What follows belongs to an exercise in optimizing a design on an open flow for small area, a short achievable clock period and few clock cycles per item; a production flow would make more cautious choices. Only simulation tests tie the RTL to the original design; equivalence was not proved. Power and IR drop assume default switching activity.

## design.v

```verilog
module geofence (clk, reset, X, Y, valid, is_inside);
input clk;
input reset;
input [9:0] X;
input [9:0] Y;
output valid;
output is_inside;
reg [4:0] k;
reg [9:0] px, py;        
reg [11:0] ms, md;       
reg [21:0] q;            
reg [7:0] sg;            
reg [21:0] sa3, sb4;     
reg [21:0] r, l;         
reg [21:0] w, u;         
reg [7:0] occ;           
reg [7:0] vin, vout;     
reg k7;                  
reg vld, ins;            
reg sur;                 
reg line;                
wire xneg, xpos, yneg, ypos;
wire [9:0] xmag, ymag;
absd a_x (.a(X), .b(px), .neg(xneg), .pos(xpos), .mag(xmag));
absd a_y (.a(Y), .b(py), .neg(yneg), .pos(ypos), .mag(ymag));
wire [11:0] ms1 = ms - 12'd1;
wire [11:0] mdp = md + 12'd1;
wire uneg, un1, wneg, wn1;
sgn3 s_u (.a({2'b0, X}), .b({2'b0, Y}), .c(ms), .s(uneg));
sgn3 s_u1 (.a({2'b0, X}), .b({2'b0, Y}), .c(ms1), .s(un1));
sgn3 s_w (.a({2'b0, Y}), .b(~{2'b0, X}), .c(mdp), .s(wneg));
sgn3 s_w1 (.a({2'b0, Y}), .b(~{2'b0, X}), .c(md), .s(wn1));
wire upos = !un1;
wire wpos = !wn1;
wire [21:0] iq = {xneg, yneg, xmag, ymag};
always @(posedge clk) begin
    q <= iq;
    sg <= {xneg, xpos, yneg, ypos, uneg, upos, wneg, wpos};
end
always @(posedge clk) begin
    if (k == 5'd0) begin
        px <= X;
        py <= Y;
        ms <= 12'd0 - {2'b0, X} - {2'b0, Y};
        md <= {2'b0, X} - {2'b0, Y};
    end
end
wire done = valid;
always @(posedge clk) begin
    if (reset || done)
        k <= 5'd0;
    else
        k <= k + 5'd1;
end
wire ld_r = k == 5'd2 || k == 5'd4 || k == 5'd7 || k == 5'd10 || k == 5'd13;
wire ld_l = k == 5'd5 || k == 5'd8 || k == 5'd11 || k == 5'd14;
reg upd, upd1;           
always @(posedge clk) begin
    upd <= !reset && !done && (k == 5'd3 || k == 5'd6 || k == 5'd9 || k == 5'd12 || k == 5'd15);
    upd1 <= !reset && !done && k == 5'd3;
end
always @(posedge clk) begin
    if (k == 5'd5)
        sa3 <= q;
    else if (k == 5'd7)
        sa3 <= q;
    if (k == 5'd6)
        sb4 <= q;
end
wire gxn = sg[7], gxp = sg[6], gyn = sg[5], gyp = sg[4];
wire gun = sg[3], gup = sg[2], gwn = sg[1], gwp = sg[0];
wire [7:0] cq = {gyn & !gun, !gxn & gun, gxn & !gwp, !gyp & gwp,
                 gyp & !gup, !gxp & gup, gxp & !gwn, !gyn & gwn};
always @(posedge clk) begin
    if (k == 5'd2)
        occ <= cq;
    else
        occ <= occ | cq;
end
wire [7:0] o = occ | cq;
wire [15:0] o2 = {o, o};
reg [7:0] succ, bad, tin, tout, fit;
integer c;
always @(*) begin
    for (c = 0; c < 8; c = c + 1)
        succ[c] = o2[c + 1 +: 3] != 3'd0;
    bad = o & ~succ;
end
wire [15:0] bad2 = {bad, bad};
always @(*) begin
    for (c = 0; c < 8; c = c + 1)
        fit[c] = o2[c + 4 +: 4] == 4'd0;
end
wire [15:0] fit2 = {fit, fit};
always @(*) begin
    for (c = 0; c < 8; c = c + 1) begin
        tin[c] = succ[c] && bad2[c + 1 +: 4] == 4'd0;
        tout[c] = fit2[c + 5 +: 4] != 4'd0;
    end
end
always @(posedge clk) begin
    vin <= tin;
    vout <= tin | tout;
    k7 <= !reset && !done && k == 5'd6;
end
wire wxs = w[21], wys = w[20], uxs = u[21], uys = u[20];
wire [9:0] wxm = w[19:10], wym = w[9:0], uxm = u[19:10], uym = u[9:0];
wire [20:0] ts, tc;
xtree tree (.wxm(wxm), .wym(wym), .uxm(uxm), .uym(uym), .s(ts), .c(tc));
reg [20:0] xs, xc;       
reg sa, sb, anz, bnz, opp;
always @(posedge clk) begin
    xs <= ts;
    xc <= tc;
    sa <= wxs ^ uys;
    sb <= wys ^ uxs;
    anz <= wxm != 10'd0 && uym != 10'd0;
    bnz <= wym != 10'd0 && uxm != 10'd0;
    opp <= (wxm != 10'd0 && uxm != 10'd0 && wxs != uxs) ||
           (wym != 10'd0 && uym != 10'd0 && wys != uys);
end
wire [20:0] cy = {1'b0, xs[19:0]} + {1'b0, xc[19:0]};
wire dneg = xs[20] ^ xc[20] ^ cy[20];
wire dz = (xs ^ xc) == {xs[19:0] | xc[19:0], 1'b0};
wire cn = (sa == sb) ? (sa ? !dneg && !dz : dneg) : (sa && (anz || bnz));
wire cp = (sa == sb) ? (sa ? dneg : !dneg && !dz) : (!sa && (anz || bnz));
reg crn, crp;            
always @(posedge clk) begin
    crn <= cn;
    crp <= cp;
end
wire rn = upd1 ? cn : crn;
wire rp = upd1 ? cp : crp;
reg [21:0] rnx, lnx;
reg surnx, linenx;
always @(*) begin
    rnx = r;
    lnx = l;
    surnx = sur;
    linenx = line;
    if (k == 5'd2) begin
        rnx = q;
        lnx = q;
        surnx = 1'b0;
        linenx = 1'b0;
    end else if (upd && !sur) begin
        if (line) begin
            linenx = 1'b0;
            if (rn) begin
                rnx = l;
                lnx = r;
            end
        end else if (rn && cp) begin
            surnx = 1'b1;
        end else if (!rn && cp) begin
            lnx = u;
        end else if (rn && !cp) begin
            rnx = u;
        end else if (!rn && !rp && !cn && !cp && opp) begin
            lnx = u;
            linenx = 1'b1;
        end
    end
end
always @(posedge clk) begin
    r <= rnx;
    l <= lnx;
    sur <= surnx;
    line <= linenx;
end
always @(posedge clk) begin
    if (ld_r)
        w <= rnx;
    else if (ld_l)
        w <= l;
    case (k)
    5'd2: u <= iq;
    5'd4: u <= q;
    5'd7: u <= sa3;
    5'd10: u <= sb4;
    5'd13: u <= sa3;
    default: ;
    endcase
end
wire q_valid = k7 && (cq & vout) != 8'd0;
wire q_in = k7 && (cq & vin) != 8'd0;
always @(posedge clk) begin
    if (reset || done) begin
        vld <= 1'b0;
        ins <= 1'b0;
    end else begin
        vld <= (k >= 5'd7 && surnx) || k == 5'd16;
        ins <= k >= 5'd7 && surnx;
    end
end
assign valid = vld || q_valid;
assign is_inside = ins || q_in;
endmodule
module sgn3 (a, b, c, s);
input [11:0] a, b, c;
output s;
wire [11:0] t = a + b + c;
assign s = t[11];
endmodule
module absd (a, b, neg, pos, mag);
input [9:0] a, b;
output neg, pos;
output [9:0] mag;
wire [10:0] d = {1'b0, a} - {1'b0, b};
wire [10:0] n = {1'b0, b} - {1'b0, a};
assign neg = d[10];
assign pos = n[10];
assign mag = neg ? n[9:0] : d[9:0];
endmodule
module xtree (wxm, wym, uxm, uym, s, c);
input [9:0] wxm, wym, uxm, uym;
output [20:0] s, c;
wire t1 = (wxm[0] & uym[9]) ^ ~(wym[0] & uxm[9]) ^ (wxm[1] & uym[8]);
wire t2 = ((wxm[0] & uym[9]) & ~(wym[0] & uxm[9])) | ((wxm[0] & uym[9]) & (wxm[1] & uym[8])) | (~(wym[0] & uxm[9]) & (wxm[1] & uym[8]));
wire t3 = (wxm[1] & uym[9]) ^ ~(wym[1] & uxm[9]);
wire t4 = (wxm[1] & uym[9]) & ~(wym[1] & uxm[9]);
wire t5 = (wxm[0] & uym[6]) ^ ~(wym[0] & uxm[6]) ^ (wxm[1] & uym[5]);
wire t6 = ((wxm[0] & uym[6]) & ~(wym[0] & uxm[6])) | ((wxm[0] & uym[6]) & (wxm[1] & uym[5])) | (~(wym[0] & uxm[6]) & (wxm[1] & uym[5]));
wire t7 = (wxm[0] & uym[7]) ^ ~(wym[0] & uxm[7]) ^ (wxm[1] & uym[6]);
wire t8 = ((wxm[0] & uym[7]) & ~(wym[0] & uxm[7])) | ((wxm[0] & uym[7]) & (wxm[1] & uym[6])) | (~(wym[0] & uxm[7]) & (wxm[1] & uym[6]));
wire t9 = ~(wym[1] & uxm[6]) ^ (wxm[2] & uym[5]) ^ ~(wym[2] & uxm[5]);
wire t10 = (~(wym[1] & uxm[6]) & (wxm[2] & uym[5])) | (~(wym[1] & uxm[6]) & ~(wym[2] & uxm[5])) | ((wxm[2] & uym[5]) & ~(wym[2] & uxm[5]));
wire t11 = (wxm[3] & uym[4]) ^ ~(wym[3] & uxm[4]);
wire t12 = (wxm[3] & uym[4]) & ~(wym[3] & uxm[4]);
wire t13 = (wxm[0] & uym[8]) ^ ~(wym[0] & uxm[8]) ^ (wxm[1] & uym[7]);
wire t14 = ((wxm[0] & uym[8]) & ~(wym[0] & uxm[8])) | ((wxm[0] & uym[8]) & (wxm[1] & uym[7])) | (~(wym[0] & uxm[8]) & (wxm[1] & uym[7]));
wire t15 = ~(wym[1] & uxm[7]) ^ (wxm[2] & uym[6]) ^ ~(wym[2] & uxm[6]);
wire t16 = (~(wym[1] & uxm[7]) & (wxm[2] & uym[6])) | (~(wym[1] & uxm[7]) & ~(wym[2] & uxm[6])) | ((wxm[2] & uym[6]) & ~(wym[2] & uxm[6]));
wire t17 = (wxm[3] & uym[5]) ^ ~(wym[3] & uxm[5]) ^ (wxm[4] & uym[4]);
wire t18 = ((wxm[3] & uym[5]) & ~(wym[3] & uxm[5])) | ((wxm[3] & uym[5]) & (wxm[4] & uym[4])) | (~(wym[3] & uxm[5]) & (wxm[4] & uym[4]));
wire t19 = ~(wym[4] & uxm[4]) ^ (wxm[5] & uym[3]) ^ ~(wym[5] & uxm[3]);
wire t20 = (~(wym[4] & uxm[4]) & (wxm[5] & uym[3])) | (~(wym[4] & uxm[4]) & ~(wym[5] & uxm[3])) | ((wxm[5] & uym[3]) & ~(wym[5] & uxm[3]));
wire t21 = (wxm[6] & uym[2]) ^ ~(wym[6] & uxm[2]);
wire t22 = (wxm[6] & uym[2]) & ~(wym[6] & uxm[2]);
wire t23 = ~(wym[1] & uxm[8]) ^ (wxm[2] & uym[7]) ^ ~(wym[2] & uxm[7]);
wire t24 = (~(wym[1] & uxm[8]) & (wxm[2] & uym[7])) | (~(wym[1] & uxm[8]) & ~(wym[2] & uxm[7])) | ((wxm[2] & uym[7]) & ~(wym[2] & uxm[7]));
wire t25 = (wxm[3] & uym[6]) ^ ~(wym[3] & uxm[6]) ^ (wxm[4] & uym[5]);
wire t26 = ((wxm[3] & uym[6]) & ~(wym[3] & uxm[6])) | ((wxm[3] & uym[6]) & (wxm[4] & uym[5])) | (~(wym[3] & uxm[6]) & (wxm[4] & uym[5]));
wire t27 = ~(wym[4] & uxm[5]) ^ (wxm[5] & uym[4]) ^ ~(wym[5] & uxm[4]);
wire t28 = (~(wym[4] & uxm[5]) & (wxm[5] & uym[4])) | (~(wym[4] & uxm[5]) & ~(wym[5] & uxm[4])) | ((wxm[5] & uym[4]) & ~(wym[5] & uxm[4]));
wire t29 = (wxm[6] & uym[3]) ^ ~(wym[6] & uxm[3]) ^ (wxm[7] & uym[2]);
wire t30 = ((wxm[6] & uym[3]) & ~(wym[6] & uxm[3])) | ((wxm[6] & uym[3]) & (wxm[7] & uym[2])) | (~(wym[6] & uxm[3]) & (wxm[7] & uym[2]));
wire t31 = ~(wym[7] & uxm[2]) ^ (wxm[8] & uym[1]) ^ ~(wym[8] & uxm[1]);
wire t32 = (~(wym[7] & uxm[2]) & (wxm[8] & uym[1])) | (~(wym[7] & uxm[2]) & ~(wym[8] & uxm[1])) | ((wxm[8] & uym[1]) & ~(wym[8] & uxm[1]));
wire t33 = (wxm[9] & uym[0]) ^ ~(wym[9] & uxm[0]);
wire t34 = (wxm[9] & uym[0]) & ~(wym[9] & uxm[0]);
wire t35 = (wxm[2] & uym[8]) ^ ~(wym[2] & uxm[8]) ^ (wxm[3] & uym[7]);
wire t36 = ((wxm[2] & uym[8]) & ~(wym[2] & uxm[8])) | ((wxm[2] & uym[8]) & (wxm[3] & uym[7])) | (~(wym[2] & uxm[8]) & (wxm[3] & uym[7]));
wire t37 = ~(wym[3] & uxm[7]) ^ (wxm[4] & uym[6]) ^ ~(wym[4] & uxm[6]);
wire t38 = (~(wym[3] & uxm[7]) & (wxm[4] & uym[6])) | (~(wym[3] & uxm[7]) & ~(wym[4] & uxm[6])) | ((wxm[4] & uym[6]) & ~(wym[4] & uxm[6]));
wire t39 = (wxm[5] & uym[5]) ^ ~(wym[5] & uxm[5]) ^ (wxm[6] & uym[4]);
wire t40 = ((wxm[5] & uym[5]) & ~(wym[5] & uxm[5])) | ((wxm[5] & uym[5]) & (wxm[6] & uym[4])) | (~(wym[5] & uxm[5]) & (wxm[6] & uym[4]));
wire t41 = ~(wym[6] & uxm[4]) ^ (wxm[7] & uym[3]) ^ ~(wym[7] & uxm[3]);
wire t42 = (~(wym[6] & uxm[4]) & (wxm[7] & uym[3])) | (~(wym[6] & uxm[4]) & ~(wym[7] & uxm[3])) | ((wxm[7] & uym[3]) & ~(wym[7] & uxm[3]));
wire t43 = (wxm[8] & uym[2]) ^ ~(wym[8] & uxm[2]) ^ (wxm[9] & uym[1]);
wire t44 = ((wxm[8] & uym[2]) & ~(wym[8] & uxm[2])) | ((wxm[8] & uym[2]) & (wxm[9] & uym[1])) | (~(wym[8] & uxm[2]) & (wxm[9] & uym[1]));
wire t45 = ~(wym[9] & uxm[1]) ^ 1'b1 ^ t2;
wire t46 = (~(wym[9] & uxm[1]) & 1'b1) | (~(wym[9] & uxm[1]) & t2) | (1'b1 & t2);
wire t47 = (wxm[2] & uym[9]) ^ ~(wym[2] & uxm[9]) ^ (wxm[3] & uym[8]);
wire t48 = ((wxm[2] & uym[9]) & ~(wym[2] & uxm[9])) | ((wxm[2] & uym[9]) & (wxm[3] & uym[8])) | (~(wym[2] & uxm[9]) & (wxm[3] & uym[8]));
wire t49 = ~(wym[3] & uxm[8]) ^ (wxm[4] & uym[7]) ^ ~(wym[4] & uxm[7]);
wire t50 = (~(wym[3] & uxm[8]) & (wxm[4] & uym[7])) | (~(wym[3] & uxm[8]) & ~(wym[4] & uxm[7])) | ((wxm[4] & uym[7]) & ~(wym[4] & uxm[7]));
wire t51 = (wxm[5] & uym[6]) ^ ~(wym[5] & uxm[6]) ^ (wxm[6] & uym[5]);
wire t52 = ((wxm[5] & uym[6]) & ~(wym[5] & uxm[6])) | ((wxm[5] & uym[6]) & (wxm[6] & uym[5])) | (~(wym[5] & uxm[6]) & (wxm[6] & uym[5]));
wire t53 = ~(wym[6] & uxm[5]) ^ (wxm[7] & uym[4]) ^ ~(wym[7] & uxm[4]);
wire t54 = (~(wym[6] & uxm[5]) & (wxm[7] & uym[4])) | (~(wym[6] & uxm[5]) & ~(wym[7] & uxm[4])) | ((wxm[7] & uym[4]) & ~(wym[7] & uxm[4]));
wire t55 = (wxm[8] & uym[3]) ^ ~(wym[8] & uxm[3]) ^ (wxm[9] & uym[2]);
wire t56 = ((wxm[8] & uym[3]) & ~(wym[8] & uxm[3])) | ((wxm[8] & uym[3]) & (wxm[9] & uym[2])) | (~(wym[8] & uxm[3]) & (wxm[9] & uym[2]));
wire t57 = (wxm[3] & uym[9]) ^ ~(wym[3] & uxm[9]) ^ (wxm[4] & uym[8]);
wire t58 = ((wxm[3] & uym[9]) & ~(wym[3] & uxm[9])) | ((wxm[3] & uym[9]) & (wxm[4] & uym[8])) | (~(wym[3] & uxm[9]) & (wxm[4] & uym[8]));
wire t59 = ~(wym[4] & uxm[8]) ^ (wxm[5] & uym[7]) ^ ~(wym[5] & uxm[7]);
wire t60 = (~(wym[4] & uxm[8]) & (wxm[5] & uym[7])) | (~(wym[4] & uxm[8]) & ~(wym[5] & uxm[7])) | ((wxm[5] & uym[7]) & ~(wym[5] & uxm[7]));
wire t61 = (wxm[6] & uym[6]) ^ ~(wym[6] & uxm[6]) ^ (wxm[7] & uym[5]);
wire t62 = ((wxm[6] & uym[6]) & ~(wym[6] & uxm[6])) | ((wxm[6] & uym[6]) & (wxm[7] & uym[5])) | (~(wym[6] & uxm[6]) & (wxm[7] & uym[5]));
wire t63 = (wxm[4] & uym[9]) ^ ~(wym[4] & uxm[9]) ^ (wxm[5] & uym[8]);
wire t64 = ((wxm[4] & uym[9]) & ~(wym[4] & uxm[9])) | ((wxm[4] & uym[9]) & (wxm[5] & uym[8])) | (~(wym[4] & uxm[9]) & (wxm[5] & uym[8]));
wire t65 = (wxm[0] & uym[4]) ^ ~(wym[0] & uxm[4]) ^ (wxm[1] & uym[3]);
wire t66 = ((wxm[0] & uym[4]) & ~(wym[0] & uxm[4])) | ((wxm[0] & uym[4]) & (wxm[1] & uym[3])) | (~(wym[0] & uxm[4]) & (wxm[1] & uym[3]));
wire t67 = (wxm[0] & uym[5]) ^ ~(wym[0] & uxm[5]) ^ (wxm[1] & uym[4]);
wire t68 = ((wxm[0] & uym[5]) & ~(wym[0] & uxm[5])) | ((wxm[0] & uym[5]) & (wxm[1] & uym[4])) | (~(wym[0] & uxm[5]) & (wxm[1] & uym[4]));
wire t69 = ~(wym[1] & uxm[4]) ^ (wxm[2] & uym[3]) ^ ~(wym[2] & uxm[3]);
wire t70 = (~(wym[1] & uxm[4]) & (wxm[2] & uym[3])) | (~(wym[1] & uxm[4]) & ~(wym[2] & uxm[3])) | ((wxm[2] & uym[3]) & ~(wym[2] & uxm[3]));
wire t71 = (wxm[3] & uym[2]) ^ ~(wym[3] & uxm[2]);
wire t72 = (wxm[3] & uym[2]) & ~(wym[3] & uxm[2]);
wire t73 = ~(wym[1] & uxm[5]) ^ (wxm[2] & uym[4]) ^ ~(wym[2] & uxm[4]);
wire t74 = (~(wym[1] & uxm[5]) & (wxm[2] & uym[4])) | (~(wym[1] & uxm[5]) & ~(wym[2] & uxm[4])) | ((wxm[2] & uym[4]) & ~(wym[2] & uxm[4]));
wire t75 = (wxm[3] & uym[3]) ^ ~(wym[3] & uxm[3]) ^ (wxm[4] & uym[2]);
wire t76 = ((wxm[3] & uym[3]) & ~(wym[3] & uxm[3])) | ((wxm[3] & uym[3]) & (wxm[4] & uym[2])) | (~(wym[3] & uxm[3]) & (wxm[4] & uym[2]));
wire t77 = ~(wym[4] & uxm[2]) ^ (wxm[5] & uym[1]) ^ ~(wym[5] & uxm[1]);
wire t78 = (~(wym[4] & uxm[2]) & (wxm[5] & uym[1])) | (~(wym[4] & uxm[2]) & ~(wym[5] & uxm[1])) | ((wxm[5] & uym[1]) & ~(wym[5] & uxm[1]));
wire t79 = (wxm[6] & uym[0]) ^ ~(wym[6] & uxm[0]);
wire t80 = (wxm[6] & uym[0]) & ~(wym[6] & uxm[0]);
wire t81 = (wxm[4] & uym[3]) ^ ~(wym[4] & uxm[3]) ^ (wxm[5] & uym[2]);
wire t82 = ((wxm[4] & uym[3]) & ~(wym[4] & uxm[3])) | ((wxm[4] & uym[3]) & (wxm[5] & uym[2])) | (~(wym[4] & uxm[3]) & (wxm[5] & uym[2]));
wire t83 = ~(wym[5] & uxm[2]) ^ (wxm[6] & uym[1]) ^ ~(wym[6] & uxm[1]);
wire t84 = (~(wym[5] & uxm[2]) & (wxm[6] & uym[1])) | (~(wym[5] & uxm[2]) & ~(wym[6] & uxm[1])) | ((wxm[6] & uym[1]) & ~(wym[6] & uxm[1]));
wire t85 = (wxm[7] & uym[0]) ^ ~(wym[7] & uxm[0]) ^ 1'b1;
wire t86 = ((wxm[7] & uym[0]) & ~(wym[7] & uxm[0])) | ((wxm[7] & uym[0]) & 1'b1) | (~(wym[7] & uxm[0]) & 1'b1);
wire t87 = t6 ^ t7 ^ t9;
wire t88 = (t6 & t7) | (t6 & t9) | (t7 & t9);
wire t89 = (wxm[7] & uym[1]) ^ ~(wym[7] & uxm[1]) ^ (wxm[8] & uym[0]);
wire t90 = ((wxm[7] & uym[1]) & ~(wym[7] & uxm[1])) | ((wxm[7] & uym[1]) & (wxm[8] & uym[0])) | (~(wym[7] & uxm[1]) & (wxm[8] & uym[0]));
wire t91 = ~(wym[8] & uxm[0]) ^ 1'b1 ^ t8;
wire t92 = (~(wym[8] & uxm[0]) & 1'b1) | (~(wym[8] & uxm[0]) & t8) | (1'b1 & t8);
wire t93 = t10 ^ t12 ^ t13;
wire t94 = (t10 & t12) | (t10 & t13) | (t12 & t13);
wire t95 = t15 ^ t17 ^ t19;
wire t96 = (t15 & t17) | (t15 & t19) | (t17 & t19);
wire t97 = 1'b1 ^ t1 ^ t14;
wire t98 = (1'b1 & t1) | (1'b1 & t14) | (t1 & t14);
wire t99 = t16 ^ t18 ^ t20;
wire t100 = (t16 & t18) | (t16 & t20) | (t18 & t20);
wire t101 = t22 ^ t23 ^ t25;
wire t102 = (t22 & t23) | (t22 & t25) | (t23 & t25);
wire t103 = t27 ^ t29 ^ t31;
wire t104 = (t27 & t29) | (t27 & t31) | (t29 & t31);
wire t105 = t3 ^ t24 ^ t26;
wire t106 = (t3 & t24) | (t3 & t26) | (t24 & t26);
wire t107 = t28 ^ t30 ^ t32;
wire t108 = (t28 & t30) | (t28 & t32) | (t30 & t32);
wire t109 = t34 ^ t35 ^ t37;
wire t110 = (t34 & t35) | (t34 & t37) | (t35 & t37);
wire t111 = t39 ^ t41 ^ t43;
wire t112 = (t39 & t41) | (t39 & t43) | (t41 & t43);
wire t113 = ~(wym[9] & uxm[2]) ^ t4 ^ t36;
wire t114 = (~(wym[9] & uxm[2]) & t4) | (~(wym[9] & uxm[2]) & t36) | (t4 & t36);
wire t115 = t38 ^ t40 ^ t42;
wire t116 = (t38 & t40) | (t38 & t42) | (t40 & t42);
wire t117 = t44 ^ t46 ^ t47;
wire t118 = (t44 & t46) | (t44 & t47) | (t46 & t47);
wire t119 = t49 ^ t51 ^ t53;
wire t120 = (t49 & t51) | (t49 & t53) | (t51 & t53);
wire t121 = ~(wym[7] & uxm[5]) ^ (wxm[8] & uym[4]) ^ ~(wym[8] & uxm[4]);
wire t122 = (~(wym[7] & uxm[5]) & (wxm[8] & uym[4])) | (~(wym[7] & uxm[5]) & ~(wym[8] & uxm[4])) | ((wxm[8] & uym[4]) & ~(wym[8] & uxm[4]));
wire t123 = (wxm[9] & uym[3]) ^ ~(wym[9] & uxm[3]) ^ t48;
wire t124 = ((wxm[9] & uym[3]) & ~(wym[9] & uxm[3])) | ((wxm[9] & uym[3]) & t48) | (~(wym[9] & uxm[3]) & t48);
wire t125 = t50 ^ t52 ^ t54;
wire t126 = (t50 & t52) | (t50 & t54) | (t52 & t54);
wire t127 = t56 ^ t57 ^ t59;
wire t128 = (t56 & t57) | (t56 & t59) | (t57 & t59);
wire t129 = ~(wym[5] & uxm[8]) ^ (wxm[6] & uym[7]) ^ ~(wym[6] & uxm[7]);
wire t130 = (~(wym[5] & uxm[8]) & (wxm[6] & uym[7])) | (~(wym[5] & uxm[8]) & ~(wym[6] & uxm[7])) | ((wxm[6] & uym[7]) & ~(wym[6] & uxm[7]));
wire t131 = (wxm[7] & uym[6]) ^ ~(wym[7] & uxm[6]) ^ (wxm[8] & uym[5]);
wire t132 = ((wxm[7] & uym[6]) & ~(wym[7] & uxm[6])) | ((wxm[7] & uym[6]) & (wxm[8] & uym[5])) | (~(wym[7] & uxm[6]) & (wxm[8] & uym[5]));
wire t133 = ~(wym[8] & uxm[5]) ^ (wxm[9] & uym[4]) ^ ~(wym[9] & uxm[4]);
wire t134 = (~(wym[8] & uxm[5]) & (wxm[9] & uym[4])) | (~(wym[8] & uxm[5]) & ~(wym[9] & uxm[4])) | ((wxm[9] & uym[4]) & ~(wym[9] & uxm[4]));
wire t135 = t58 ^ t60 ^ t62;
wire t136 = (t58 & t60) | (t58 & t62) | (t60 & t62);
wire t137 = (wxm[5] & uym[9]) ^ ~(wym[5] & uxm[9]) ^ (wxm[6] & uym[8]);
wire t138 = ((wxm[5] & uym[9]) & ~(wym[5] & uxm[9])) | ((wxm[5] & uym[9]) & (wxm[6] & uym[8])) | (~(wym[5] & uxm[9]) & (wxm[6] & uym[8]));
wire t139 = ~(wym[6] & uxm[8]) ^ (wxm[7] & uym[7]) ^ ~(wym[7] & uxm[7]);
wire t140 = (~(wym[6] & uxm[8]) & (wxm[7] & uym[7])) | (~(wym[6] & uxm[8]) & ~(wym[7] & uxm[7])) | ((wxm[7] & uym[7]) & ~(wym[7] & uxm[7]));
wire t141 = (wxm[8] & uym[6]) ^ ~(wym[8] & uxm[6]) ^ (wxm[9] & uym[5]);
wire t142 = ((wxm[8] & uym[6]) & ~(wym[8] & uxm[6])) | ((wxm[8] & uym[6]) & (wxm[9] & uym[5])) | (~(wym[8] & uxm[6]) & (wxm[9] & uym[5]));
wire t143 = (wxm[6] & uym[9]) ^ ~(wym[6] & uxm[9]) ^ (wxm[7] & uym[8]);
wire t144 = ((wxm[6] & uym[9]) & ~(wym[6] & uxm[9])) | ((wxm[6] & uym[9]) & (wxm[7] & uym[8])) | (~(wym[6] & uxm[9]) & (wxm[7] & uym[8]));
wire t145 = (wxm[0] & uym[2]) ^ ~(wym[0] & uxm[2]);
wire t146 = (wxm[0] & uym[2]) & ~(wym[0] & uxm[2]);
wire t147 = (wxm[0] & uym[3]) ^ ~(wym[0] & uxm[3]) ^ (wxm[1] & uym[2]);
wire t148 = ((wxm[0] & uym[3]) & ~(wym[0] & uxm[3])) | ((wxm[0] & uym[3]) & (wxm[1] & uym[2])) | (~(wym[0] & uxm[3]) & (wxm[1] & uym[2]));
wire t149 = ~(wym[1] & uxm[2]) ^ (wxm[2] & uym[1]) ^ ~(wym[2] & uxm[1]);
wire t150 = (~(wym[1] & uxm[2]) & (wxm[2] & uym[1])) | (~(wym[1] & uxm[2]) & ~(wym[2] & uxm[1])) | ((wxm[2] & uym[1]) & ~(wym[2] & uxm[1]));
wire t151 = ~(wym[1] & uxm[3]) ^ (wxm[2] & uym[2]) ^ ~(wym[2] & uxm[2]);
wire t152 = (~(wym[1] & uxm[3]) & (wxm[2] & uym[2])) | (~(wym[1] & uxm[3]) & ~(wym[2] & uxm[2])) | ((wxm[2] & uym[2]) & ~(wym[2] & uxm[2]));
wire t153 = (wxm[3] & uym[1]) ^ ~(wym[3] & uxm[1]) ^ (wxm[4] & uym[0]);
wire t154 = ((wxm[3] & uym[1]) & ~(wym[3] & uxm[1])) | ((wxm[3] & uym[1]) & (wxm[4] & uym[0])) | (~(wym[3] & uxm[1]) & (wxm[4] & uym[0]));
wire t155 = ~(wym[4] & uxm[0]) ^ 1'b1;
wire t156 = ~(wym[4] & uxm[0]) & 1'b1;
wire t157 = (wxm[4] & uym[1]) ^ ~(wym[4] & uxm[1]) ^ (wxm[5] & uym[0]);
wire t158 = ((wxm[4] & uym[1]) & ~(wym[4] & uxm[1])) | ((wxm[4] & uym[1]) & (wxm[5] & uym[0])) | (~(wym[4] & uxm[1]) & (wxm[5] & uym[0]));
wire t159 = ~(wym[5] & uxm[0]) ^ 1'b1 ^ t66;
wire t160 = (~(wym[5] & uxm[0]) & 1'b1) | (~(wym[5] & uxm[0]) & t66) | (1'b1 & t66);
wire t161 = t67 ^ t69 ^ t71;
wire t162 = (t67 & t69) | (t67 & t71) | (t69 & t71);
wire t163 = 1'b1 ^ t5 ^ t68;
wire t164 = (1'b1 & t5) | (1'b1 & t68) | (t5 & t68);
wire t165 = t70 ^ t72 ^ t73;
wire t166 = (t70 & t72) | (t70 & t73) | (t72 & t73);
wire t167 = t75 ^ t77 ^ t79;
wire t168 = (t75 & t77) | (t75 & t79) | (t77 & t79);
wire t169 = t11 ^ t74 ^ t76;
wire t170 = (t11 & t74) | (t11 & t76) | (t74 & t76);
wire t171 = t78 ^ t80 ^ t81;
wire t172 = (t78 & t80) | (t78 & t81) | (t80 & t81);
wire t173 = t83 ^ t85 ^ t87;
wire t174 = (t83 & t85) | (t83 & t87) | (t85 & t87);
wire t175 = t21 ^ t82 ^ t84;
wire t176 = (t21 & t82) | (t21 & t84) | (t82 & t84);
wire t177 = t86 ^ t88 ^ t89;
wire t178 = (t86 & t88) | (t86 & t89) | (t88 & t89);
wire t179 = t91 ^ t93 ^ t95;
wire t180 = (t91 & t93) | (t91 & t95) | (t93 & t95);
wire t181 = t33 ^ t90 ^ t92;
wire t182 = (t33 & t90) | (t33 & t92) | (t90 & t92);
wire t183 = t94 ^ t96 ^ t97;
wire t184 = (t94 & t96) | (t94 & t97) | (t96 & t97);
wire t185 = t99 ^ t101 ^ t103;
wire t186 = (t99 & t101) | (t99 & t103) | (t101 & t103);
wire t187 = t45 ^ t98 ^ t100;
wire t188 = (t45 & t98) | (t45 & t100) | (t98 & t100);
wire t189 = t102 ^ t104 ^ t105;
wire t190 = (t102 & t104) | (t102 & t105) | (t104 & t105);
wire t191 = t107 ^ t109 ^ t111;
wire t192 = (t107 & t109) | (t107 & t111) | (t109 & t111);
wire t193 = t55 ^ t106 ^ t108;
wire t194 = (t55 & t106) | (t55 & t108) | (t106 & t108);
wire t195 = t110 ^ t112 ^ t113;
wire t196 = (t110 & t112) | (t110 & t113) | (t112 & t113);
wire t197 = t115 ^ t117 ^ t119;
wire t198 = (t115 & t117) | (t115 & t119) | (t117 & t119);
wire t199 = t61 ^ t114 ^ t116;
wire t200 = (t61 & t114) | (t61 & t116) | (t114 & t116);
wire t201 = t118 ^ t120 ^ t121;
wire t202 = (t118 & t120) | (t118 & t121) | (t120 & t121);
wire t203 = t123 ^ t125 ^ t127;
wire t204 = (t123 & t125) | (t123 & t127) | (t125 & t127);
wire t205 = t63 ^ t122 ^ t124;
wire t206 = (t63 & t122) | (t63 & t124) | (t122 & t124);
wire t207 = t126 ^ t128 ^ t129;
wire t208 = (t126 & t128) | (t126 & t129) | (t128 & t129);
wire t209 = t131 ^ t133 ^ t135;
wire t210 = (t131 & t133) | (t131 & t135) | (t133 & t135);
wire t211 = ~(wym[9] & uxm[5]) ^ t64 ^ t130;
wire t212 = (~(wym[9] & uxm[5]) & t64) | (~(wym[9] & uxm[5]) & t130) | (t64 & t130);
wire t213 = t132 ^ t134 ^ t136;
wire t214 = (t132 & t134) | (t132 & t136) | (t134 & t136);
wire t215 = t137 ^ t139 ^ t141;
wire t216 = (t137 & t139) | (t137 & t141) | (t139 & t141);
wire t217 = ~(wym[7] & uxm[8]) ^ (wxm[8] & uym[7]) ^ ~(wym[8] & uxm[7]);
wire t218 = (~(wym[7] & uxm[8]) & (wxm[8] & uym[7])) | (~(wym[7] & uxm[8]) & ~(wym[8] & uxm[7])) | ((wxm[8] & uym[7]) & ~(wym[8] & uxm[7]));
wire t219 = (wxm[9] & uym[6]) ^ ~(wym[9] & uxm[6]) ^ t138;
wire t220 = ((wxm[9] & uym[6]) & ~(wym[9] & uxm[6])) | ((wxm[9] & uym[6]) & t138) | (~(wym[9] & uxm[6]) & t138);
wire t221 = t140 ^ t142 ^ t143;
wire t222 = (t140 & t142) | (t140 & t143) | (t142 & t143);
wire t223 = (wxm[7] & uym[9]) ^ ~(wym[7] & uxm[9]) ^ (wxm[8] & uym[8]);
wire t224 = ((wxm[7] & uym[9]) & ~(wym[7] & uxm[9])) | ((wxm[7] & uym[9]) & (wxm[8] & uym[8])) | (~(wym[7] & uxm[9]) & (wxm[8] & uym[8]));
wire t225 = ~(wym[8] & uxm[8]) ^ (wxm[9] & uym[7]) ^ ~(wym[9] & uxm[7]);
wire t226 = (~(wym[8] & uxm[8]) & (wxm[9] & uym[7])) | (~(wym[8] & uxm[8]) & ~(wym[9] & uxm[7])) | ((wxm[9] & uym[7]) & ~(wym[9] & uxm[7]));
wire t227 = (wxm[0] & uym[1]) ^ ~(wym[0] & uxm[1]);
wire t228 = (wxm[0] & uym[1]) & ~(wym[0] & uxm[1]);
wire t229 = (wxm[1] & uym[1]) ^ ~(wym[1] & uxm[1]) ^ (wxm[2] & uym[0]);
wire t230 = ((wxm[1] & uym[1]) & ~(wym[1] & uxm[1])) | ((wxm[1] & uym[1]) & (wxm[2] & uym[0])) | (~(wym[1] & uxm[1]) & (wxm[2] & uym[0]));
wire t231 = ~(wym[2] & uxm[0]) ^ 1'b1;
wire t232 = ~(wym[2] & uxm[0]) & 1'b1;
wire t233 = (wxm[3] & uym[0]) ^ ~(wym[3] & uxm[0]) ^ 1'b1;
wire t234 = ((wxm[3] & uym[0]) & ~(wym[3] & uxm[0])) | ((wxm[3] & uym[0]) & 1'b1) | (~(wym[3] & uxm[0]) & 1'b1);
wire t235 = t146 ^ t147 ^ t149;
wire t236 = (t146 & t147) | (t146 & t149) | (t147 & t149);
wire t237 = t65 ^ t148 ^ t150;
wire t238 = (t65 & t148) | (t65 & t150) | (t148 & t150);
wire t239 = t151 ^ t153 ^ t155;
wire t240 = (t151 & t153) | (t151 & t155) | (t153 & t155);
wire t241 = t152 ^ t154 ^ t156;
wire t242 = (t152 & t154) | (t152 & t156) | (t154 & t156);
wire t243 = t157 ^ t159 ^ t161;
wire t244 = (t157 & t159) | (t157 & t161) | (t159 & t161);
wire t245 = t158 ^ t160 ^ t162;
wire t246 = (t158 & t160) | (t158 & t162) | (t160 & t162);
wire t247 = t163 ^ t165 ^ t167;
wire t248 = (t163 & t165) | (t163 & t167) | (t165 & t167);
wire t249 = t164 ^ t166 ^ t168;
wire t250 = (t164 & t166) | (t164 & t168) | (t166 & t168);
wire t251 = t169 ^ t171 ^ t173;
wire t252 = (t169 & t171) | (t169 & t173) | (t171 & t173);
wire t253 = t170 ^ t172 ^ t174;
wire t254 = (t170 & t172) | (t170 & t174) | (t172 & t174);
wire t255 = t175 ^ t177 ^ t179;
wire t256 = (t175 & t177) | (t175 & t179) | (t177 & t179);
wire t257 = t176 ^ t178 ^ t180;
wire t258 = (t176 & t178) | (t176 & t180) | (t178 & t180);
wire t259 = t181 ^ t183 ^ t185;
wire t260 = (t181 & t183) | (t181 & t185) | (t183 & t185);
wire t261 = t182 ^ t184 ^ t186;
wire t262 = (t182 & t184) | (t182 & t186) | (t184 & t186);
wire t263 = t187 ^ t189 ^ t191;
wire t264 = (t187 & t189) | (t187 & t191) | (t189 & t191);
wire t265 = t188 ^ t190 ^ t192;
wire t266 = (t188 & t190) | (t188 & t192) | (t190 & t192);
wire t267 = t193 ^ t195 ^ t197;
wire t268 = (t193 & t195) | (t193 & t197) | (t195 & t197);
wire t269 = t194 ^ t196 ^ t198;
wire t270 = (t194 & t196) | (t194 & t198) | (t196 & t198);
wire t271 = t199 ^ t201 ^ t203;
wire t272 = (t199 & t201) | (t199 & t203) | (t201 & t203);
wire t273 = t200 ^ t202 ^ t204;
wire t274 = (t200 & t202) | (t200 & t204) | (t202 & t204);
wire t275 = t205 ^ t207 ^ t209;
wire t276 = (t205 & t207) | (t205 & t209) | (t207 & t209);
wire t277 = t206 ^ t208 ^ t210;
wire t278 = (t206 & t208) | (t206 & t210) | (t208 & t210);
wire t279 = t211 ^ t213 ^ t215;
wire t280 = (t211 & t213) | (t211 & t215) | (t213 & t215);
wire t281 = t212 ^ t214 ^ t216;
wire t282 = (t212 & t214) | (t212 & t216) | (t214 & t216);
wire t283 = t217 ^ t219 ^ t221;
wire t284 = (t217 & t219) | (t217 & t221) | (t219 & t221);
wire t285 = t144 ^ t218 ^ t220;
wire t286 = (t144 & t218) | (t144 & t220) | (t218 & t220);
wire t287 = t222 ^ t223 ^ t225;
wire t288 = (t222 & t223) | (t222 & t225) | (t223 & t225);
wire t289 = (wxm[8] & uym[9]) ^ ~(wym[8] & uxm[9]) ^ (wxm[9] & uym[8]);
wire t290 = ((wxm[8] & uym[9]) & ~(wym[8] & uxm[9])) | ((wxm[8] & uym[9]) & (wxm[9] & uym[8])) | (~(wym[8] & uxm[9]) & (wxm[9] & uym[8]));
wire t291 = ~(wym[9] & uxm[8]) ^ t224 ^ t226;
wire t292 = (~(wym[9] & uxm[8]) & t224) | (~(wym[9] & uxm[8]) & t226) | (t224 & t226);
wire t293 = (wxm[1] & uym[0]) ^ ~(wym[1] & uxm[0]);
wire t294 = (wxm[1] & uym[0]) & ~(wym[1] & uxm[0]);
wire t295 = t145 ^ t228 ^ t229;
wire t296 = (t145 & t228) | (t145 & t229) | (t228 & t229);
wire t297 = t230 ^ t232 ^ t233;
wire t298 = (t230 & t232) | (t230 & t233) | (t232 & t233);
wire t299 = t234 ^ t236 ^ t237;
wire t300 = (t234 & t236) | (t234 & t237) | (t236 & t237);
wire t301 = t238 ^ t240 ^ t241;
wire t302 = (t238 & t240) | (t238 & t241) | (t240 & t241);
wire t303 = t242 ^ t244 ^ t245;
wire t304 = (t242 & t244) | (t242 & t245) | (t244 & t245);
wire t305 = t246 ^ t248 ^ t249;
wire t306 = (t246 & t248) | (t246 & t249) | (t248 & t249);
wire t307 = t250 ^ t252 ^ t253;
wire t308 = (t250 & t252) | (t250 & t253) | (t252 & t253);
wire t309 = t254 ^ t256 ^ t257;
wire t310 = (t254 & t256) | (t254 & t257) | (t256 & t257);
wire t311 = t258 ^ t260 ^ t261;
wire t312 = (t258 & t260) | (t258 & t261) | (t260 & t261);
wire t313 = t262 ^ t264 ^ t265;
wire t314 = (t262 & t264) | (t262 & t265) | (t264 & t265);
wire t315 = t266 ^ t268 ^ t269;
wire t316 = (t266 & t268) | (t266 & t269) | (t268 & t269);
wire t317 = t270 ^ t272 ^ t273;
wire t318 = (t270 & t272) | (t270 & t273) | (t272 & t273);
wire t319 = t274 ^ t276 ^ t277;
wire t320 = (t274 & t276) | (t274 & t277) | (t276 & t277);
wire t321 = t278 ^ t280 ^ t281;
wire t322 = (t278 & t280) | (t278 & t281) | (t280 & t281);
wire t323 = t282 ^ t284 ^ t285;
wire t324 = (t282 & t284) | (t282 & t285) | (t284 & t285);
wire t325 = t286 ^ t288 ^ t289;
wire t326 = (t286 & t288) | (t286 & t289) | (t288 & t289);
wire t327 = (wxm[9] & uym[9]) ^ ~(wym[9] & uxm[9]) ^ t290;
wire t328 = ((wxm[9] & uym[9]) & ~(wym[9] & uxm[9])) | ((wxm[9] & uym[9]) & t290) | (~(wym[9] & uxm[9]) & t290);
wire t329 = (wxm[0] & uym[0]) ^ ~(wym[0] & uxm[0]);
wire t330 = (wxm[0] & uym[0]) & ~(wym[0] & uxm[0]);
wire t331 = 1'b1 ^ t227 ^ t293;
wire t332 = (1'b1 & t227) | (1'b1 & t293) | (t227 & t293);
wire t333 = t231 ^ t294 ^ t295;
wire t334 = (t231 & t294) | (t231 & t295) | (t294 & t295);
wire t335 = t235 ^ t296 ^ t297;
wire t336 = (t235 & t296) | (t235 & t297) | (t296 & t297);
wire t337 = t239 ^ t298 ^ t299;
wire t338 = (t239 & t298) | (t239 & t299) | (t298 & t299);
wire t339 = t243 ^ t300 ^ t301;
wire t340 = (t243 & t300) | (t243 & t301) | (t300 & t301);
wire t341 = t247 ^ t302 ^ t303;
wire t342 = (t247 & t302) | (t247 & t303) | (t302 & t303);
wire t343 = t251 ^ t304 ^ t305;
wire t344 = (t251 & t304) | (t251 & t305) | (t304 & t305);
wire t345 = t255 ^ t306 ^ t307;
wire t346 = (t255 & t306) | (t255 & t307) | (t306 & t307);
wire t347 = t259 ^ t308 ^ t309;
wire t348 = (t259 & t308) | (t259 & t309) | (t308 & t309);
wire t349 = t263 ^ t310 ^ t311;
wire t350 = (t263 & t310) | (t263 & t311) | (t310 & t311);
wire t351 = t267 ^ t312 ^ t313;
wire t352 = (t267 & t312) | (t267 & t313) | (t312 & t313);
wire t353 = t271 ^ t314 ^ t315;
wire t354 = (t271 & t314) | (t271 & t315) | (t314 & t315);
wire t355 = t275 ^ t316 ^ t317;
wire t356 = (t275 & t316) | (t275 & t317) | (t316 & t317);
wire t357 = t279 ^ t318 ^ t319;
wire t358 = (t279 & t318) | (t279 & t319) | (t318 & t319);
wire t359 = t283 ^ t320 ^ t321;
wire t360 = (t283 & t320) | (t283 & t321) | (t320 & t321);
wire t361 = t287 ^ t322 ^ t323;
wire t362 = (t287 & t322) | (t287 & t323) | (t322 & t323);
wire t363 = t291 ^ t324 ^ t325;
wire t364 = (t291 & t324) | (t291 & t325) | (t324 & t325);
wire t365 = t292 ^ t326 ^ t327;
wire t366 = (t292 & t326) | (t292 & t327) | (t326 & t327);
assign s[0] = 1'b1;
assign c[0] = t329;
assign s[1] = t330;
assign c[1] = t331;
assign s[2] = t332;
assign c[2] = t333;
assign s[3] = t334;
assign c[3] = t335;
assign s[4] = t336;
assign c[4] = t337;
assign s[5] = t338;
assign c[5] = t339;
assign s[6] = t340;
assign c[6] = t341;
assign s[7] = t342;
assign c[7] = t343;
assign s[8] = t344;
assign c[8] = t345;
assign s[9] = t346;
assign c[9] = t347;
assign s[10] = t348;
assign c[10] = t349;
assign s[11] = t350;
assign c[11] = t351;
assign s[12] = t352;
assign c[12] = t353;
assign s[13] = t354;
assign c[13] = t355;
assign s[14] = t356;
assign c[14] = t357;
assign s[15] = t358;
assign c[15] = t359;
assign s[16] = t360;
assign c[16] = t361;
assign s[17] = t362;
assign c[17] = t363;
assign s[18] = t364;
assign c[18] = t365;
assign s[19] = t328;
assign c[19] = t366;
assign s[20] = 1'b1;
assign c[20] = 1'b0;
endmodule
```

## config.mk

```make
export PLATFORM = sky130hd
export DESIGN_NAME = geofence
export DESIGN_NICKNAME = geofence
export VERILOG_FILES = /design/flow/design.v
export SDC_FILE = /design/flow/constraint.sdc
export NUM_CORES = 4
export LEC_CHECK = 0
export CAP_MARGIN = 20
export CORE_MARGIN = 2
export CORE_UTILIZATION = 35
export SLEW_MARGIN = 20
export SYNTH_HIERARCHICAL = 1
export SYNTH_MINIMUM_KEEP_SIZE = 0
```

## standard.sh

```bash
#!/bin/bash
# synth_recipe.tcl (not shown) runs the flow's synth.tcl, then flattens the netlist and writes it again
# the make line also repeats each setting of config.mk as NAME=value (left out here)
make -C /OpenROAD-flow-scripts/flow DESIGN_CONFIG=/design/flow/config.mk WORK_HOME=/design/flow/orfs CLKGATE_MAP_FILE= SYNTH_SCRIPT=/design/flow/synth_recipe.tcl "${@:-finish}"
```

## constraint.sdc

```tcl
create_clock -name core_clock -period 11.5 [get_ports {clk}]
set_input_delay 2.3000 -clock core_clock [delete_from_list [all_inputs] [get_ports {clk}]]
set_output_delay 2.3000 -clock core_clock [all_outputs]
set_load 0.01 [all_outputs]
```

## flow/run.sh

```bash
#!/bin/bash
# Standard layout, with timing repair aiming for a period of about 4.5 ns
# (setup margin 7.0 ns at the design's 11.5 ns clock).
set -euo pipefail
bash standard.sh SETUP_SLACK_MARGIN=7.0 finish > flow.log 2>&1
```

==> notes.md, run 1 <==
- Combinational cell fraction of total power: 0.523
- Crit-path slowest cell: clkdlybuf4s50_1
- Vias per cell: 4.94
- Gpl congestion: 0.879
- Fmax: 0.227 GHz
- Antenna violations before repair: 0
- Ratio of cells with drive above 1 in the final layout: 0.113
- Final-stage net count: 2,554
- Hold/Removal Path Class: reg2reg
- CTS Hold Bufs: 0
- Clock transition at path regs: 60 ps
- Die H: 258 um
- Fill cell count: 6,236
- Setup WS post-layout: 7100 ps
- CP Capture Type: output port
- Int Pwr: 0.00334 W
- Total global routing track utilization: 0.157
- Worst Path Required: 9200 ps
- Clk root buf: clkbuf_16
- Pin count of the biggest net entering global routing: 51
- IO Port Bufs: 23
- DRC viols: 0
- Share of synthesized registers carrying an async set or reset: 0
- FF+latch count, synth: 287
- Power Dens Cells: 232 nW/um^2
- P_leak: 10.7 nW
- Initial Utilization: 0.352
- CTS Buffer Depth: 3
- CTS tree: yes
- Layout Skew: 11.1 ps
- CTS Buf Count: 31
- Fin. max-slew vios: 0
- RSZ-0062 raised after global routing: false
- # setup viols final: 0
- Pre-CTS setup slack: 5480 ps
- Crit Path Class: reg2out
- Post-Synthesis Cells: 2,179
- Slew @ Worst Pin: 948 ps
- Post-synth EDFFs: 152
- Area delta synth->final: 8.74%
- Vias in the first global route: 16.3k
- VDD IR max: 0.143 mV
- N_diodes: 0
- Clock latency (worst-skew pair): 600 ps
- # rows: 93
- FF+latch area: 7270 sq um
- Average size of a mapped cell: 10.4 sq um
- Crit path cell chain: nor2b_4, a22oi_1, nand4_1, a21o_1, clkdlybuf4s50_1
- Die width: 258 um
- Post-DP HPWL: 38,600 um
- Switching power: 0.00236 W
- 1st-iter DRT viols: 1,044
- Slew headroom: 0.368
- Final Cycle Share: 0.382
- Clock Power Share: 0.183
- Sw Share: 0.414
- Total grt overflow: 0
- DRT Pass-1 Iters: 8
- Sequential share of the synthesized area: 0.322
- Register share of total power: 0.295
- Max cap viols: 0
- Final hold vios: 0
- DRT antenna net count: 0
- R2r startpoint: u[16]$_DFFE_PP_
- Hold Crit Start: occ[5]$_DFF_P_
- Die area: 66,500 sq um
- Num ports: 24
- Crit start category: flip-flop
- Worst Setup SP: sg[0]$_DFF_P_
- Area of the multi-input gates: 13,400 sq um
- Cell Area, Synth: 22,600 sq um
- Dpl cell area: 23,300 sq um
- Worst path max stage delay: 470 ps
- Distinct cell type count after synthesis: 73
- First-pass GRT wire length: 85,200 um
- Cell area after layout: 24,500 sq um
- Clock Sink Count: 287
- Core region area: 64,100 sq um
- Wire length per cell: 17.2 um
- CTS H-tree depth: 1
- Outcome: timing/DRC/antenna clean
- Detailed Route WL: 52,100 um
- Setup tns final: 0 ps
- Crit path arrival time: 2100 ps
- DR vias: 15.0k
- Design Power: 0.00570 W
- CP Max Fanout: 5
- Warnings, synthesis: 7
- Most used DFF post-synth: edfxtp_1
- Minimum clock period: 4400 ps
## per-module statistics from Yosys (local to each module, per instance)
module	flops+latches	area (sq um)	cells inside
sgn3	0	548	57
geofence	287	12900	1107
xtree	0	5620	602
absd	0	910	121
## layout make-up
type / instances / share of cell area
multi-input combinational: 1431 / 0.547
tap: 855 / 0.0436
clock buffer: 39 / 0.0341
clock inverter: 19 / 0.00893
inverter: 360 / 0.0554
timing repair buffer: 47 / 0.0147
sequential: 287 / 0.297
## Yosys cell counts (12+ instances only)
cell,n,area share
o21ai_0,47,0.010
nand3_1,26,0.0058
nor4_1,20,0.0055
buf_4,62,0.021
mux2i_1,35,0.016
nor2_1,90,0.015
xor2_1,25,0.0097
clkbuf_1,26,0.0043
fa_1,209,0.19
nor2b_1,16,0.0044
xnor2_1,65,0.025
a21oi_2,20,0.0078
a222oi_1,22,0.0098
nor3_1,17,0.0038
a21oi_1,91,0.020
ha_1,165,0.092
mux2_2,43,0.021
nand2_1,198,0.033
and3_1,18,0.0050
a221oi_2,20,0.013
a21o_1,34,0.011
nand4_1,14,0.0039
and2_1,102,0.028
edfxtp_1,152,0.20
dfxtp_1,135,0.12
buf_6,12,0.0060
inv_1,360,0.060
## critical path, delay by kind of cell, from the launching register on
kind	cells	cell delay (ps)
buffers and inverters	1	470
AO/OA/AOI/OAI	2	420
flip-flops	1	350
AND/OR/NAND/NOR	2	260
## what timing repair did
item	4_1_cts	5_1_grt
endpoints found under the setup margin	64	71
pin swaps	2	3
setup buffers	3	6
resized for setup	58	42
gates cloned	0	1
## final timing paths
kind | depth (start not counted) | to | slack (ps)
hold / removal | 1 | occ[5]$_DFF_P_ | 470
setup reg to reg | 10 | xc[11]$_DFF_P_ | 7210
setup / recovery | 5 | is_inside | 7100
hold reg to reg | 1 | occ[5]$_DFF_P_ | 470
## metrics by stage
stage	util	hold slack, ps	instances
global route	0.383	509	3038
CTS	0.382	471	3031
global placement	0.364	456	2970
floorplan	-	442	2194
detailed placement	0.364	456	2970
finish	0.383	467	3038
## kinds of logic (layout without fill, tap and decap cells)
logic type / after synthesis / after routing / share of synthesized area
buffers and inverters: 477 / 465 / 0.0944
AO/OA/AOI/OAI: 317 / 318 / 0.109
AND/OR/NAND/NOR: 546 / 546 / 0.121
adder cells (fa/ha/maj): 374 / 374 / 0.277
other: 4 / 19 / 0.000665
flip-flops: 287 / 287 / 0.322
multiplexers: 82 / 82 / 0.0398
XOR/XNOR: 92 / 92 / 0.0364
## registers in the layout (all words and copies together) (netlist names), 5 cells and up
register	count
w	22
xc	21
sb4	22
px	10
occ	8
u	22
q	21
py	10
ms	12
l	22
vout	8
sg	7
k	5
xs	21
md	10
sa3	22
r	22
vin	8
## placed cells by master (no fill, tap or decap), drive strengths merged, types with 25 or more instances in the layout
master  instances
buf            26
edfxtp        152
nand3          26
fa            209
nand2         198
dfxtp         135
inv           360
a221oi         26
a21oi         111
ha            165
mux2           46
clkbuf         51
nor2           92
o21ai          50
mux2i          35
and2          102
a21o           34
xor2           25
xnor2          67
## power by group through the flow
stage                     clock network [W]  registers [W]  logic (W)
after floorplan                           0        0.00158    0.00311
after global placement                    0        0.00167    0.00284
after detailed placement                  0        0.00169    0.00299
after CTS                           0.00107        0.00167    0.00301
after global routing                0.00110        0.00171    0.00348
final                               0.00104        0.00168    0.00298
## routing by layer
| metal | wire length [um] | global-route usage |
|---|---|---|
| met1 | 22500 | 0.195 |
| met2 | 26000 | 0.285 |
| met3 | 2020 | 0.0192 |
| met4 | 1640 | 0.0478 |
| met5 | 0 | 0 |
Testbench counts, summed over its fixed seeds: cycles 15,151, items 1,600.
==> run 2: changes to the inputs <==
==> run.sh (new file) <==
#!/bin/bash
# synth_recipe.tcl (not shown) runs the flow's synth.tcl, then flattens the netlist and writes it again
# the make line also repeats each setting of config.mk as NAME=value (left out here)
make -C /OpenROAD-flow-scripts/flow DESIGN_CONFIG=/design/flow/config.mk WORK_HOME=/design/flow/orfs CLKGATE_MAP_FILE= SYNTH_SCRIPT=/design/flow/synth_recipe.tcl finish
--- a/config.mk
+++ b/config.mk
@@ -8,6 +8,7 @@
 export CAP_MARGIN = 20
 export CORE_MARGIN = 2
 export CORE_UTILIZATION = 35
+export SETUP_SLACK_MARGIN = 5
 export SLEW_MARGIN = 20
 export SYNTH_HIERARCHICAL = 1
 export SYNTH_MINIMUM_KEEP_SIZE = 0
removed: flow/run.sh
removed: standard.sh
==> run 2 against run 1 <==
  * Count of clock-buffer cells in the layout increased by 4
  * Setup slack worse by 1100 ps
  * Clock skew up 3.3 ps
  * Core utilization down 0.057 points
  * Cell count is 0.20% lower
  * Sequential power is essentially flat
  * Flip-flop and latch count stayed put
  * Power rose by 0.57%
  * Via count up 0.11%
  * Global-route usage rose by 0.28 points
  * Die area stayed put
  * Final area down 0.15%
==> notes.md, run 2 <==
- Post-Synthesis Cells: 2,179
- 1st-iter DRT viols: 987
- Slew @ Worst Pin: 1060 ps
- CTS Hold Bufs: 0
- DRT Pass-1 Iters: 7
- Initial Utilization: 0.352
- Crit Path Class: in2reg
- Power Dens Cells: 234 nW/um^2
- Area delta synth->final: 8.58%
- Antenna violations before repair: 0
- Final Cycle Share: 0.482
- Fmax: 0.180 GHz
- CTS tree: yes
- Slew headroom: 0.292
- Most frequent cells in the layout: inv_1 (360), fa_1 (209), nand2_1 (198)
- DR vias: 15.0k
- IO Port Bufs: 23
- Distinct cell type count after synthesis: 73
- RSZ-0062 raised after global routing: false
- Total global routing track utilization: 0.160
- Vias in the first global route: 16.2k
- Clock Power Share: 0.204
- Sequential share of the synthesized area: 0.322
- Hold/Removal Path Class: reg2reg
- Crit start category: input pin
- DRT antenna net count: 0
- Most frequent cell after synthesis: inv_1
- Core region area: 64,100 sq um
- Most used DFF post-synth: edfxtp_1
- Gpl congestion: 0.855
- Warnings, synthesis: 7
- Fill cell count: 6,236
- Clock transition at path regs: 60 ps
- Dpl cell area: 23,300 sq um
- Minimum clock period: 5540 ps
- FF+latch count, synth: 287
- CTS resizes: 0
- Commonest cells in the netlist: inv_1 (360), fa_1 (209), nand2_1 (198)
- Switching power: 0.00232 W
- Setup WS post-layout: 5960 ps
- Num ports: 24
- Detailed Route WL: 52,300 um
- # setup viols final: 0
- Setup tns final: 0 ps
- Post-synth EDFFs: 152
- Pin count of the biggest net entering global routing: 53
- Ratio of cells with drive above 1 in the final layout: 0.0910
- FF+latch area: 7270 sq um
- Die H: 258 um
- Average size of a mapped cell: 10.4 sq um
- CTS Buffer Depth: 3
- Cell area after layout: 24,500 sq um
- Combinational cell fraction of total power: 0.504
- Clock Sink Count: 287
- DRC viols: 0
- Die width: 258 um
- Final-stage net count: 2,548
- Clock latency (worst-skew pair): 550 ps
- Share of synthesized registers carrying an async set or reset: 0
- Main area contributors after synthesis: edfxtp_1 (20%), fa_1 (19%), dfxtp_1 (12%)
- Total grt overflow: 0
- Synth top area share: 0.202
- CP Max Fanout: 10
- Commonest non-fill, non-tap cell in the layout: inv_1
- Outcome: timing/DRC/antenna clean
- Cell Area, Synth: 22,600 sq um
- Int Pwr: 0.00340 W
- N_diodes: 0
- Fin. max-slew vios: 0
- P_leak: 10.6 nW
- Crit path arrival time: 5840 ps
- Final hold vios: 0
- Register share of total power: 0.292
- Sw Share: 0.406
- VDD IR max: 0.135 mV
- Max cap viols: 0
- Clk root buf: clkbuf_16
- Area of the multi-input gates: 13,300 sq um
- Vias per cell: 4.95
- Yosys top cell by area: edfxtp_1
- Die area: 66,500 sq um
- Setup Buffers After CTS: 0
- CP Capture Type: flip-flop
- Wire length per cell: 17.2 um
- Layout Skew: 14.4 ps
- Pre-CTS setup slack: 5370 ps
- First-pass GRT wire length: 85,400 um
- Post-DP HPWL: 38,800 um
- # rows: 93
- CTS H-tree depth: 2
- CTS Buf Count: 35
- Worst Path Required: 11,790 ps
==> run 2: cell counts after synthesis <==
Identical to the previous run, type by type.
==> run 2: stage by stage <==
step	hold WS, ps	power [W]	std cells	util
final	486	0.00573	3032	0.382
after global routing	508	0.00630	3032	0.382
after CTS	489	0.00582	3032	0.382
after detailed placement	475	0.00463	2970	0.363
after global placement	457	0.00451	2970	0.363
after floorplan	442	0.00468	2194	-
==> run 2: kinds of logic after synthesis <==
kind of cell,Yosys count,share of synthesized area
simple gates,546,0.121
buf+inv,477,0.0944
fa+ha+maj,374,0.277
compound gates,317,0.109
flops,287,0.322
xor+xnor,92,0.0364
mux,82,0.0398
other cells,4,0.000665
==> run 2: final cells by class <==
class,count,area share
multi-input cells,1430,0.541
well taps,855,0.0437
clock inverters,19,0.0102
repair buffers,38,0.0140
flip-flops and latches,287,0.297
inverters,360,0.0552
clock buffers,43,0.0387
==> run 2: per-layer routing <==
metal  global-route usage  routed length (um)
met4               0.0584                1470
met2                0.286               26300
met3               0.0193                1970
met1                0.198               22500
met5                    0                   0
==> run 2: worst paths after layout <==
| kind | slack (ps) | startpoint | depth (start not counted) | to |
|---|---|---|---|---|
| worst max-delay path | 5960 | X[1] | 14 | ms[11]$_DFFE_PN_ |
| worst min-delay path | 490 | q[11]$_DFF_P_ | 0 | sa3[11]$_DFFE_PP_ |
| worst max register to register | 7070 | xs[19]$_DFF_P_ | 12 | w[0]$_DFFE_PP_ |
| worst min register to register | 490 | q[11]$_DFF_P_ | 0 | sa3[11]$_DFFE_PP_ |
==> run 2: power groups by stage <==
stage                     Sequential [W]  Combinational, W  Clock, W
after floorplan                  0.00158           0.00310         0
after global placement           0.00167           0.00284         0
after detailed placement         0.00169           0.00295         0
after CTS                        0.00167           0.00296   0.00120
after global routing             0.00170           0.00338   0.00122
final                            0.00167           0.00289   0.00117
==> run 2: worst max-delay path, stage by stage <==
cell and delay (ps):
clkdlybuf4s50_1 780, inv_1 260, ha_1 290, xnor2_1 150, ha_1 350, o21ai_0 120, a21boi_0 260, o21ai_0 150
a21boi_0 260, o21ai_0 160, a21boi_0 240, o21ai_0 140, a21boi_0 270, o21ai_0 110
==> run 2: Yosys stat by module, one instance, submodules excluded <==
module,copies in the design,flip-flops and latches,cells,cell area (sq um)
absd,2,0,121,910
geofence,1,287,1107,12900
sgn3,4,0,57,548
xtree,1,0,602,5620

-- re-timing with driven ports --
How much do the figures lean on ideal ports? The routed layouts below were timed once more, with nothing changed but the port constraints.
Step 1 (the two cells are an assumption about what drives the block):
set clk [get_ports {clk}]
set_driving_cell -lib_cell sky130_fd_sc_hd__clkbuf_16 $clk
set_driving_cell -lib_cell sky130_fd_sc_hd__buf_2 [delete_from_list [all_inputs] $clk]
Step 2 also shifts input and output timing later by t, the mid clock arrival at the registers, as if the neighbouring blocks saw the same clock.
Three values: ideal, step 1, step 2; two values: the first two.
| run | shift t [ns] | slack for setup (ns) | worst hold slack (ns) |
|---|---|---|---|
| run 1 | 0.657 | 7.102 / 7.041 / 6.507 | 0.467 / 0.467 / 0.467 |
| run 2 | 0.600 | 5.956 / 5.960 / 5.360 | 0.486 / 0.486 / 0.486 |
After both steps every run listed still meets setup and hold. For run 2, which loses most, drivers alone change the setup slack by +0.004 ns; drivers and shift together by -0.596 ns.
